Context: an optimization exercise on an open-source flow, tuned for small area. The choices shown serve that exercise and are no tape-out recipe. RTL that was checked went through simulation tests only; none was proved equivalent to the original. The clock port is modelled as an ideal driver, which makes a skipped or thinned clock tree look cheaper than it is; a real chip needs a root buffer or a tree. No activity file was given, so power comes from the tool's default toggle rates.

the previous run:
==> flow/design.v <==
`timescale 1ns/1ps
`default_nettype none
module basys3_uart_alu (
  input  wire clk100mhz,
  input  wire btn_reset,    
  input  wire uart_rxd,
  output wire uart_txd
);
  wire clk = clk100mhz;
  wire rx  = uart_rxd;
  reg       tx;
  reg [1:0] p;
  reg [3:0] bc;         
  reg [9:0] t;          
  reg [7:0] A;          
  reg [3:0] q;          
  reg       m;          
  reg       c;          
  wire      busy = ~(bc[3] & bc[1]);       
  wire tick = (t[8:0] == 9'h161);
  always @(posedge clk)
    t <= {t[8:0], busy & (~(t[9] ^ t[6]) ^ tick)};
  wire w4 = (t[9:2] == 8'b10011011);
  wire w2 = w4 & t[1];
  wire last = bc[3] & bc[0];               
  wire data = (bc != 4'd0) && !last;       
  wire fe   = tick & last;                 
  wire cont = tx ? (p != 2'd1) : (rx & ~m & (p == 2'd3));
  always @(posedge clk) begin
    if (btn_reset) begin
      tx <= 1'b0;
      p  <= 2'd0;
    end else if (fe) begin
      if (tx) begin
        p <= {p[1] & p[0], p[1] & ~p[0]};
        if (p == 2'd1) tx <= 1'b0;
      end else if (rx) begin                    
        p <= {~m & (p[1] | p[0]), m | p[1]};
        if (!m && p == 2'd3) tx <= 1'b1;
      end
    end
  end
  always @(posedge clk) begin
    if (btn_reset)     bc <= 4'd10;
    else if (!busy)    bc <= rx ? 4'd10 : 4'd0;    
    else if (fe)       bc <= cont ? 4'd0 : 4'd10;
    else if (tick)     bc <= bc + 4'd1;
  end
  wire op_lo  = ~A[4] & ~A[3];
  wire q_ari  = op_lo & A[5] & ~A[2] & ~A[0];
  wire q_log  = op_lo & A[5] &  A[2];
  wire q_sh   = op_lo & ~A[5] & ~A[2] & A[1];
  wire [3:0] q_new = {q_log | q_sh, q_ari | q_sh, A[1:0]};
  wire arith  = ~q[3] &  q[2];
  wire is_sub = arith & q[1];
  wire is_log =  q[3] & ~q[2];
  wire is_sh  =  q[3] &  q[2];
  wire is_sra = is_sh & q[0];
  wire a0   = A[0];
  wire bb   = rx ^ is_sub;
  wire sum  = a0 ^ bb ^ c;
  wire cout = arith & ((a0 & bb) | (a0 & c) | (bb & c));
  reg  r;
  always @* begin
    r = 1'b0;
    if (arith) r = sum;
    else if (is_log) begin
      case (q[1:0])
        2'b00: r = a0 & rx;
        2'b01: r = a0 | rx;
        2'b10: r = a0 ^ rx;
        2'b11: r = ~(a0 | rx);
      endcase
    end
  end
  wire sh_win = (bc == 4'd1) ? tick :
                (bc == 4'd2) ? w2 :
                (bc == 4'd3) ? w4 : 1'b0;
  reg fl;
  always @* begin
    case (bc)
      4'd2: fl = ~|A;
      4'd3: fl = A[6];
      4'd4: fl = c;
      4'd5: fl = q[0];
      default: fl = 1'b0;
    endcase
  end
  always @(posedge clk) begin
    if (!busy) begin
      m <= 1'b1;
      c <= is_sub;
    end
    if (tick && data) m <= m & (rx ^ bc[0]);
    if (tick && data && !tx) begin
      case (p)
        2'd0, 2'd1, 2'd2: A <= {rx, A[7:1]};
        2'd3: begin
          if (!is_sh) A <= {r, A[7:1]};
          c <= cout;
          if (bc == 4'd8) q[0] <= c ^ cout;    
        end
      endcase
    end
    if (tick && tx && p != 2'd3 && bc[3:1] != 3'd0) A <= {fl, A[7:1]};
    if (fe && !tx && p == 2'd1) q <= q_new;
    if (!tx && p == 2'd3 && is_sh && sh_win && rx) A <= {is_sra & A[7], A[7:1]};
  end
  assign uart_txd = !tx ? 1'b1 :
                    (p == 2'd3 || bc[3:1] == 3'd0) ? ~bc[0] : A[0];
endmodule
`default_nettype wire
==> flow/config.mk <==
export PLATFORM = sky130hd
export DESIGN_NAME = basys3_uart_alu
export DESIGN_NICKNAME = basys3_uart_alu
export VERILOG_FILES = /design/flow/design.v
export SDC_FILE = /design/flow/constraint.sdc
export NUM_CORES = 4
export LEC_CHECK = 0
export CAP_MARGIN = 0
export CORE_AREA = 3 3 63 63
export DIE_AREA = 0 0 66 66
export SLEW_MARGIN = 0
==> flow/constraint.sdc <==
create_clock -name core_clock -period 10.0 [get_ports {clk100mhz}]
set_input_delay 2.0000 -clock core_clock [delete_from_list [all_inputs] [get_ports {clk100mhz}]]
set_output_delay 2.0000 -clock core_clock [all_outputs]
set_load 0.01 [all_outputs]
standard.sh (not shown) runs the stock make flow with config.mk's settings and CLKGATE_MAP_FILE= SYNTH_SCRIPT=/design/flow/synth_recipe.tcl, a recipe that flattens the netlist after the stock synthesis.
==> flow/flow/run.sh <==
#!/bin/bash
# Own layout flow: the standard layout (standard.sh) with
#  - our synthesis script (synth.tcl: no extract_fa, area-oriented ABC),
#  - buf_1 cells as the port buffers,
#  - a one-level clock tree of two buffers (clock_bufs.tcl, in place of TritonCTS).
# Make's full output goes to make.log; each step's log is under orfs/logs.
set -euo pipefail
W=$(pwd)
F=$W/flow

sed -e "s#SYNTH_SCRIPT=[^ ]*#SYNTH_SCRIPT=$F/synth.tcl BUFFER_PORTS_ARGS=-buffer_cell\\\\ sky130_fd_sc_hd__buf_1 PRE_CTS_TCL=$F/clock_bufs.tcl OWN_CLOCK_PORT=clk100mhz OWN_CLOCK_BUF=sky130_fd_sc_hd__clkbuf_8 OWN_CLOCK_GROUPS=2#" standard.sh > own_standard.sh
bash own_standard.sh > make.log 2>&1 || { tail -50 make.log; exit 1; }
tail -5 make.log
Other scripts of this flow, unchanged in this note and not shown: flow/flow/clock_bufs.tcl, flow/flow/synth.tcl
For the current run, these inputs were changed with respect to the previous run:
diff --git a/flow/design.v b/flow/design.v
--- a/flow/design.v
+++ b/flow/design.v
@@ -10,13 +10,13 @@
   wire rx  = uart_rxd;
   reg       tx;
   reg [1:0] p;
+  reg       busy;       
   reg [3:0] bc;         
   reg [9:0] t;          
   reg [7:0] A;          
   reg [3:0] q;          
   reg       m;          
   reg       c;          
-  wire      busy = ~(bc[3] & bc[1]);       
   wire tick = (t[8:0] == 9'h161);
   always @(posedge clk)
     t <= {t[8:0], busy & (~(t[9] ^ t[6]) ^ tick)};
@@ -25,26 +25,29 @@
   wire last = bc[3] & bc[0];               
   wire data = (bc != 4'd0) && !last;       
   wire fe   = tick & last;                 
-  wire cont = tx ? (p != 2'd1) : (rx & ~m & (p == 2'd3));
   always @(posedge clk) begin
     if (btn_reset) begin
-      tx <= 1'b0;
-      p  <= 2'd0;
+      tx   <= 1'b0;
+      p    <= 2'd0;
+      busy <= 1'b0;
+    end else if (!busy) begin
+      if (!rx) busy <= 1'b1;
     end else if (fe) begin
       if (tx) begin
         p <= {p[1] & p[0], p[1] & ~p[0]};
-        if (p == 2'd1) tx <= 1'b0;
-      end else if (rx) begin                    
-        p <= {~m & (p[1] | p[0]), m | p[1]};
-        if (!m && p == 2'd3) tx <= 1'b1;
+        if (p == 2'd1) begin tx <= 1'b0; busy <= 1'b0; end
+      end else begin
+        busy <= 1'b0;
+        if (rx) begin                           
+          p <= {~m & (p[1] | p[0]), m | p[1]};
+          if (!m && p == 2'd3) begin tx <= 1'b1; busy <= 1'b1; end
+        end
       end
     end
   end
   always @(posedge clk) begin
-    if (btn_reset)     bc <= 4'd10;
-    else if (!busy)    bc <= rx ? 4'd10 : 4'd0;    
-    else if (fe)       bc <= cont ? 4'd0 : 4'd10;
-    else if (tick)     bc <= bc + 4'd1;
+    if (!busy || (tick && last)) bc <= 4'd0;
+    else if (tick)               bc <= bc + 4'd1;
   end
   wire op_lo  = ~A[4] & ~A[3];
   wire q_ari  = op_lo & A[5] & ~A[2] & ~A[0];
- Largest fanout of any net on the critical path (the current run over the previous run): increase, 2
- Delta (the current run minus the previous run): data arrival time of the critical path now larger; clock network fraction of total power now larger; normalized max-slew margin now smaller; total met3 wirelength after detailed routing now larger.
- Going from the previous run to the current run, post-route standard cell area excluding fillers increased 10 µm², power share of the sequential group increased 2.8 points.
- Xor and xnor area share after synthesis came out higher on the current run than on the previous run.
- Max data required time of the critical path across the current run and the previous run: the current run
- The current run vs. the previous run: highest attainable clock frequency increased 9.5 MHz, signed area change from the synthesized netlist to the final layout essentially unchanged.
No run of this note takes its clock network from TritonCTS; it comes from the design's own scripts or RTL.

Another version of the RTL of basys3_uart_alu (not shown whole).
Size in the first run: ~150 cells after synthesis, roughly 32 flip-flops, ~4 I/O pins.
Design basys3_uart_alu, start of the top module:
module basys3_uart_alu (
  input  wire clk100mhz,
  input  wire btn_reset,    
  input  wire uart_rxd,
  output wire uart_txd
);
==> module basys3_uart_alu, before the edit <==
module basys3_uart_alu (
  input  wire clk100mhz,
  input  wire btn_reset,    
  input  wire uart_rxd,
  output wire uart_txd
);
  wire clk = clk100mhz;
  wire rx  = uart_rxd;
  reg       tx;
  reg [1:0] p;
  reg       busy;       
  reg [3:0] bc;         
  reg [9:0] t;          
  reg [7:0] A;          
  reg [3:0] q;          
  reg       m;          
  reg       c;          
  wire tick = (t[8:0] == 9'h161);
  always @(posedge clk)
    t <= {t[8:0], busy & (~(t[9] ^ t[6]) ^ tick)};
  wire w4 = (t[9:2] == 8'b10011011);
  wire w2 = w4 & t[1];
  wire last = bc[3] & bc[0];               
  wire data = (bc != 4'd0) && !last;       
  wire fe   = tick & last;                 
  always @(posedge clk or posedge btn_reset) begin
    if (btn_reset) begin
      tx   <= 1'b0;
      p    <= 2'd0;
      busy <= 1'b0;
    end else if (!busy) begin
      if (!rx) busy <= 1'b1;
    end else if (fe) begin
      if (tx) begin
        p <= {p[1] & p[0], p[1] & ~p[0]};
        if (p == 2'd1) begin tx <= 1'b0; busy <= 1'b0; end
      end else begin
        busy <= 1'b0;
        if (rx) begin                           
          p <= {~m & (p[1] | p[0]), m | p[1]};
          if (!m && p == 2'd3) begin tx <= 1'b1; busy <= 1'b1; end
        end
      end
    end
  end
  always @(posedge clk) begin
    if (!busy || (tick && last)) bc <= 4'd0;
    else if (tick)               bc <= bc + 4'd1;
  end
  wire op_lo  = ~A[4] & ~A[3];
  wire q_ari  = op_lo & A[5] & ~A[2] & ~A[0];
  wire q_log  = op_lo & A[5] &  A[2];
  wire q_sh   = op_lo & ~A[5] & ~A[2] & A[1];
  wire [3:0] q_new = {q_log | q_sh, q_ari | q_sh, A[1:0]};
  wire arith  = ~q[3] &  q[2];
  wire is_sub = arith & q[1];
  wire is_log =  q[3] & ~q[2];
  wire is_sh  =  q[3] &  q[2];
  wire is_sra = is_sh & q[0];
  wire a0   = A[0];
  wire bb   = rx ^ is_sub;
  wire sum  = a0 ^ bb ^ c;
  wire cout = arith & ((a0 & bb) | (a0 & c) | (bb & c));
  reg  r;
  always @* begin
    r = 1'b0;
    if (arith) r = sum;
    else if (is_log) begin
      case (q[1:0])
        2'b00: r = a0 & rx;
        2'b01: r = a0 | rx;
        2'b10: r = a0 ^ rx;
        2'b11: r = ~(a0 | rx);
      endcase
    end
  end
  wire sh_win = (bc == 4'd1) ? tick :
                (bc == 4'd2) ? w2 :
                (bc == 4'd3) ? w4 : 1'b0;
  reg fl;
  always @* begin
    case (bc)
      4'd2: fl = ~|A;
      4'd3: fl = A[6];
      4'd4: fl = c;
      4'd5: fl = q[0];
      default: fl = 1'b0;
    endcase
  end
  always @(posedge clk) begin
    if (!busy) begin
      m <= 1'b1;
      c <= is_sub;
    end
    if (tick && data) m <= m & (rx ^ bc[0]);
    if (tick && data && !tx) begin
      case (p)
        2'd0, 2'd1, 2'd2: A <= {rx, A[7:1]};
        2'd3: begin
          if (!is_sh) A <= {r, A[7:1]};
          c <= cout;
          if (bc == 4'd8) q[0] <= c ^ cout;    
        end
      endcase
    end
    if (tick && tx && p != 2'd3 && bc[3:1] != 3'd0) A <= {fl, A[7:1]};
    if (fe && !tx && p == 2'd1) q <= q_new;
    if (!tx && p == 2'd3 && is_sh && sh_win && rx) A <= {is_sra & A[7], A[7:1]};
  end
  assign uart_txd = !tx ? 1'b1 :
                    (p == 2'd3 || bc[3:1] == 3'd0) ? ~bc[0] : A[0];
endmodule
export LEC_CHECK = 0
export CAP_MARGIN = 20
export CORE_AREA = 3 3 63 63
export DIE_AREA = 0 0 66 66
export SLEW_MARGIN = 20
create_clock -name core_clock -period 10.0 [get_ports {clk100mhz}]
Scripts as last shown in full above: flow/flow/run.sh
Other scripts of this flow, unchanged in this note and not shown: flow/flow/clock_bufs.tcl, flow/flow/synth.tcl
Then changed:
--- a/flow/design.v
+++ b/flow/design.v
@@ -22,13 +22,13 @@
     t <= {t[8:0], busy & (~(t[9] ^ t[6]) ^ tick)};
   wire w4 = (t[9:2] == 8'b10011011);
   wire w2 = w4 & t[1];
   wire last = bc[3] & bc[0];               
   wire data = (bc != 4'd0) && !last;       
   wire fe   = tick & last;                 
-  always @(posedge clk or posedge btn_reset) begin
+  always @(posedge clk) begin
     if (btn_reset) begin
       tx   <= 1'b0;
       p    <= 2'd0;
       busy <= 1'b0;
     end else if (!busy) begin
       if (!rx) busy <= 1'b1;
What happened: Clock power fell by about 1%; combinational power goes down by about 50%; power went down by about 10%; final area came out lower by 0.93%; global-route usage increases by 0.16 points; hold slack is about the same.
In every run of this note, the design's own scripts or RTL, not TritonCTS, make the clock network.

Another version of the RTL of basys3_uart_alu (not shown whole).
For scale: about 35 flip-flops, ~4 I/O pins, about 2000 µm² of cells after synthesis.
==> module basys3_uart_alu, before the edit <==
module basys3_uart_alu (
  input  wire clk100mhz,
  input  wire btn_reset,    
  input  wire uart_rxd,
  output wire uart_txd
);
  wire clk = clk100mhz;
  wire rx  = uart_rxd;
  localparam [2:0] P_HDR = 3'd0, P_OP = 3'd1, P_A = 3'd2, P_B = 3'd3,
                   P_T0  = 3'd4, P_T1 = 3'd5, P_T2 = 3'd6;
  reg [2:0] ph;
  reg       busy;       
  reg [3:0] bc;         
  reg [9:0] t;          
  reg [7:0] A;          
  reg [5:0] op;
  reg       m;          
  reg       c;          
  reg       v;          
  wire tick  = &t;
  wire last  = (bc == 4'd9);
  wire data  = (bc != 4'd0) && !last;
  wire txph  = ph[2];
  always @(posedge clk) begin
    if (!busy)     t <= 10'd592;            
    else if (tick) t <= 10'd160;            
    else           t <= t + 10'd1;
  end
  always @(posedge clk or posedge btn_reset) begin
    if (btn_reset) begin
      ph   <= P_HDR;
      busy <= 1'b0;
      bc   <= 4'd0;
    end else begin
      if (!busy) begin
        if (!rx) busy <= 1'b1;
      end else if (tick) begin
        if (last) begin
          bc <= 4'd0;
          case (ph)
            P_T0: ph <= P_T1;
            P_T1: ph <= P_T2;
            P_T2: begin ph <= P_HDR; busy <= 1'b0; end
            default: begin
              busy <= 1'b0;
              if (rx) begin
                if (m)              ph <= P_OP;
                else if (ph == P_OP) ph <= P_A;
                else if (ph == P_A)  ph <= P_B;
                else if (ph == P_B) begin ph <= P_T0; busy <= 1'b1; end
              end
            end
          endcase
        end else begin
          bc <= bc + 4'd1;
        end
      end
    end
  end
  wire hi   = op[5] & ~op[4] & ~op[3];
  wire is_add = hi & ~op[2] & ~op[1] & ~op[0];
  wire is_sub = hi & ~op[2] &  op[1] & ~op[0];
  wire is_log = hi &  op[2];
  wire is_sh  = ~op[5] & ~op[4] & ~op[3] & ~op[2] & op[1];
  wire is_sra = is_sh & op[0];
  wire arith  = is_add | is_sub;
  wire a0 = A[0];
  wire bb = rx ^ is_sub;
  wire sum  = a0 ^ bb ^ c;
  wire cout = arith & ((a0 & bb) | (a0 & c) | (bb & c));
  reg  r;
  always @* begin
    r = 1'b0;
    if (arith) r = sum;
    else if (is_log) begin
      case (op[1:0])
        2'b00: r = a0 & rx;
        2'b01: r = a0 | rx;
        2'b10: r = a0 ^ rx;
        2'b11: r = ~(a0 | rx);
      endcase
    end
  end
  wire sh_win = (bc == 4'd1) ? tick :
                (bc == 4'd2) ? &t[9:1] :
                (bc == 4'd3) ? &t[9:2] : 1'b0;
  always @(posedge clk) begin
    if (!busy) begin
      m <= 1'b1;
      c <= is_sub;
    end
    if (busy && tick && data) begin
      m <= m & (rx ^ bc[0]);
      case (ph)
        P_OP: if (bc <= 4'd6) op <= {rx, op[5:1]};
        P_A:  A <= {rx, A[7:1]};
        P_B:  if (!is_sh) begin
                A <= {r, A[7:1]};
                c <= cout;
                if (bc == 4'd8) v <= c ^ cout;
              end
        P_T1: A <= {A[0], A[7:1]};
        default: ;
      endcase
    end
    if (busy && ph == P_B) begin
      if (is_sh && sh_win && rx) A <= {is_sra & A[7], A[7:1]};
      if (is_sh && tick && bc == 4'd8) v <= 1'b0;
    end
  end
  reg tbit;
  always @* begin
    case (ph)
      P_T0: tbit = bc[0];
      P_T1: tbit = A[0];
      default: case (bc)            
        4'd1: tbit = ~|A;
        4'd2: tbit = A[7];
        4'd3: tbit = c;
        4'd4: tbit = v;
        default: tbit = 1'b0;
      endcase
    endcase
  end
  assign uart_txd = !(busy && txph) ? 1'b1 :
                    (bc == 4'd0)    ? 1'b0 :
                    last            ? 1'b1 : tbit;
endmodule
==> flow/config.mk <==
export PLATFORM = sky130hd
export DESIGN_NAME = basys3_uart_alu
export DESIGN_NICKNAME = basys3_uart_alu
export VERILOG_FILES = /design/flow/design.v
export SDC_FILE = /design/flow/constraint.sdc
export NUM_CORES = 4
export LEC_CHECK = 0
export CAP_MARGIN = 20
export CORE_MARGIN = 2
export CORE_UTILIZATION = 40
export SLEW_MARGIN = 20
==> flow/constraint.sdc <==
create_clock -name core_clock -period 10.0 [get_ports {clk100mhz}]
set_input_delay 2.0000 -clock core_clock [delete_from_list [all_inputs] [get_ports {clk100mhz}]]
set_output_delay 2.0000 -clock core_clock [all_outputs]
set_load 0.01 [all_outputs]
run.sh (not shown) runs the stock make flow with config.mk's settings and CLKGATE_MAP_FILE= SYNTH_SCRIPT=/design/flow/synth_recipe.tcl, a recipe that flattens the netlist after the stock synthesis.
Stock flow here: none of the scripts above is used.
The baseline completed without violations.
Change:
==> flow/design.v (replaced) <==
`timescale 1ns/1ps
`default_nettype none
module basys3_uart_alu (
  input  wire clk100mhz,
  input  wire btn_reset,    
  input  wire uart_rxd,
  output wire uart_txd
);
  wire clk = clk100mhz;
  wire rx  = uart_rxd;
  localparam [2:0] P_HDR = 3'd0, P_OP = 3'd1, P_A = 3'd2, P_B = 3'd3,
                   P_T0  = 3'd4, P_T1 = 3'd5, P_T2 = 3'd6;
  reg [2:0] ph;
  reg       busy;       
  reg [3:0] bc;         
  reg [9:0] t;          
  reg [7:0] A;          
  reg [5:0] op;
  reg       m;          
  reg       c;          
  reg       v;          
  wire hit  = (t[8:0] == 9'h161);
  wire tick = busy & hit;
  always @(posedge clk)
    t <= {t[8:0], busy & (~(t[9] ^ t[6]) ^ hit)};
  wire w4 = (t[9:2] == 8'b10011011);
  wire w2 = w4 & t[1];
  wire last = bc[3] & bc[0];               
  wire data = (bc != 4'd0) && !last;
  wire txph = ph[2];
  always @(posedge clk or posedge btn_reset) begin
    if (btn_reset) begin
      ph   <= P_HDR;
      busy <= 1'b0;
    end else begin
      if (!busy) begin
        if (!rx) busy <= 1'b1;
      end else if (tick) begin
        if (ph == P_T2) begin
          if (bc == 4'd8) begin ph <= P_HDR; busy <= 1'b0; end   
        end else if (last) begin
          case (ph)
            P_T0: ph <= P_T1;
            P_T1: ph <= P_T2;
            default: begin
              busy <= 1'b0;
              if (rx) begin
                if (m)               ph <= P_OP;
                else if (ph == P_OP) ph <= P_A;
                else if (ph == P_A)  ph <= P_B;
                else if (ph == P_B) begin ph <= P_T0; busy <= 1'b1; end
              end
            end
          endcase
        end
      end
    end
  end
  always @(posedge clk) begin
    if (!busy || (tick && last)) bc <= 4'd0;
    else if (tick)               bc <= bc + 4'd1;
  end
  wire hi     = op[5] & ~op[4] & ~op[3];
  wire is_add = hi & ~op[2] & ~op[1] & ~op[0];
  wire is_sub = hi & ~op[2] &  op[1] & ~op[0];
  wire is_log = hi &  op[2];
  wire is_sh  = ~op[5] & ~op[4] & ~op[3] & ~op[2] & op[1];
  wire is_sra = is_sh & op[0];
  wire arith  = is_add | is_sub;
  wire a0   = A[0];
  wire bb   = rx ^ is_sub;
  wire sum  = a0 ^ bb ^ c;
  wire cout = arith & ((a0 & bb) | (a0 & c) | (bb & c));
  reg  r;
  always @* begin
    r = 1'b0;
    if (arith) r = sum;
    else if (is_log) begin
      case (op[1:0])
        2'b00: r = a0 & rx;
        2'b01: r = a0 | rx;
        2'b10: r = a0 ^ rx;
        2'b11: r = ~(a0 | rx);
      endcase
    end
  end
  wire sh_win = (bc == 4'd1) ? tick :
                (bc == 4'd2) ? w2 :
                (bc == 4'd3) ? w4 : 1'b0;
  always @(posedge clk) begin
    if (!busy) begin
      m <= 1'b1;
      c <= is_sub;
    end
    if (tick && data) begin
      m <= m & (rx ^ bc[0]);
      case (ph)
        P_OP: if (bc <= 4'd6) op <= {rx, op[5:1]};
        P_A:  A <= {rx, A[7:1]};
        P_B: begin
          if (!is_sh) A <= {r, A[7:1]};
          c <= cout;
          if (bc == 4'd8) v <= c ^ cout;
        end
        P_T1: A <= {A[0], A[7:1]};
        default: ;
      endcase
    end
    if (busy && ph == P_B && is_sh && sh_win && rx) A <= {is_sra & A[7], A[7:1]};
  end
  reg tbit;
  always @* begin
    case (ph)
      P_T0: tbit = bc[0];
      P_T1: tbit = A[0];
      default: case (bc)            
        4'd1: tbit = ~|A;
        4'd2: tbit = A[7];
        4'd3: tbit = c;
        4'd4: tbit = v;
        default: tbit = 1'b0;
      endcase
    endcase
  end
  assign uart_txd = !(busy && txph) ? 1'b1 :
                    (bc == 4'd0)    ? 1'b0 :
                    last            ? 1'b1 : tbit;
endmodule
`default_nettype wire
Power drops by roughly a tenth.
Routed wire length drops by a few percent.
Sequential power drops by about a fifth.
Final cell count drops by about a fifth.
Clock skew stays flat.
Sequential cell count stays the same.
For the first run of this note, only the layout was checked, not whether the RTL still works.

what the ideal ports hide:
The results above use ideal ports. As a check the final layouts listed here were re-extracted and re-timed, cells and wires unchanged.
Step 1, drivers: a clkbuf_16 drives clk100mhz and a buf_2 each remaining input, both assumed.
Step 2 moves the port delays by t, midway between the first and last clock arrival at a register: inputs arrive t later, outputs are due t later. That takes back most of the time a late clock gives input paths.
a / b / c = ideal / step 1 / step 2; a / b = the first two.
| run | shift t [ns] | setup WS [ns] | worst setup path after step 2 |
|---|---|---|---|
| the previous run | 0.182 | 6.410 / 6.414 / 6.232 | input to register |
| the current run | 0.188 | 6.529 / 6.537 / 6.349 | input to register |
| the first run of note 2 | 0.184 | 6.591 / 6.584 / 6.411 | input to register |
| the second run of note 2 | 0.182 | 6.591 / 6.558 / 6.424 | input to register |
| the first run of note 3 | 0.309 | 5.722 / 5.696 / 5.901 | input to register |
| the second run of note 3 | 0.311 | 5.414 / 5.386 / 5.697 | register to output |
After both steps every run listed still meets setup and hold.
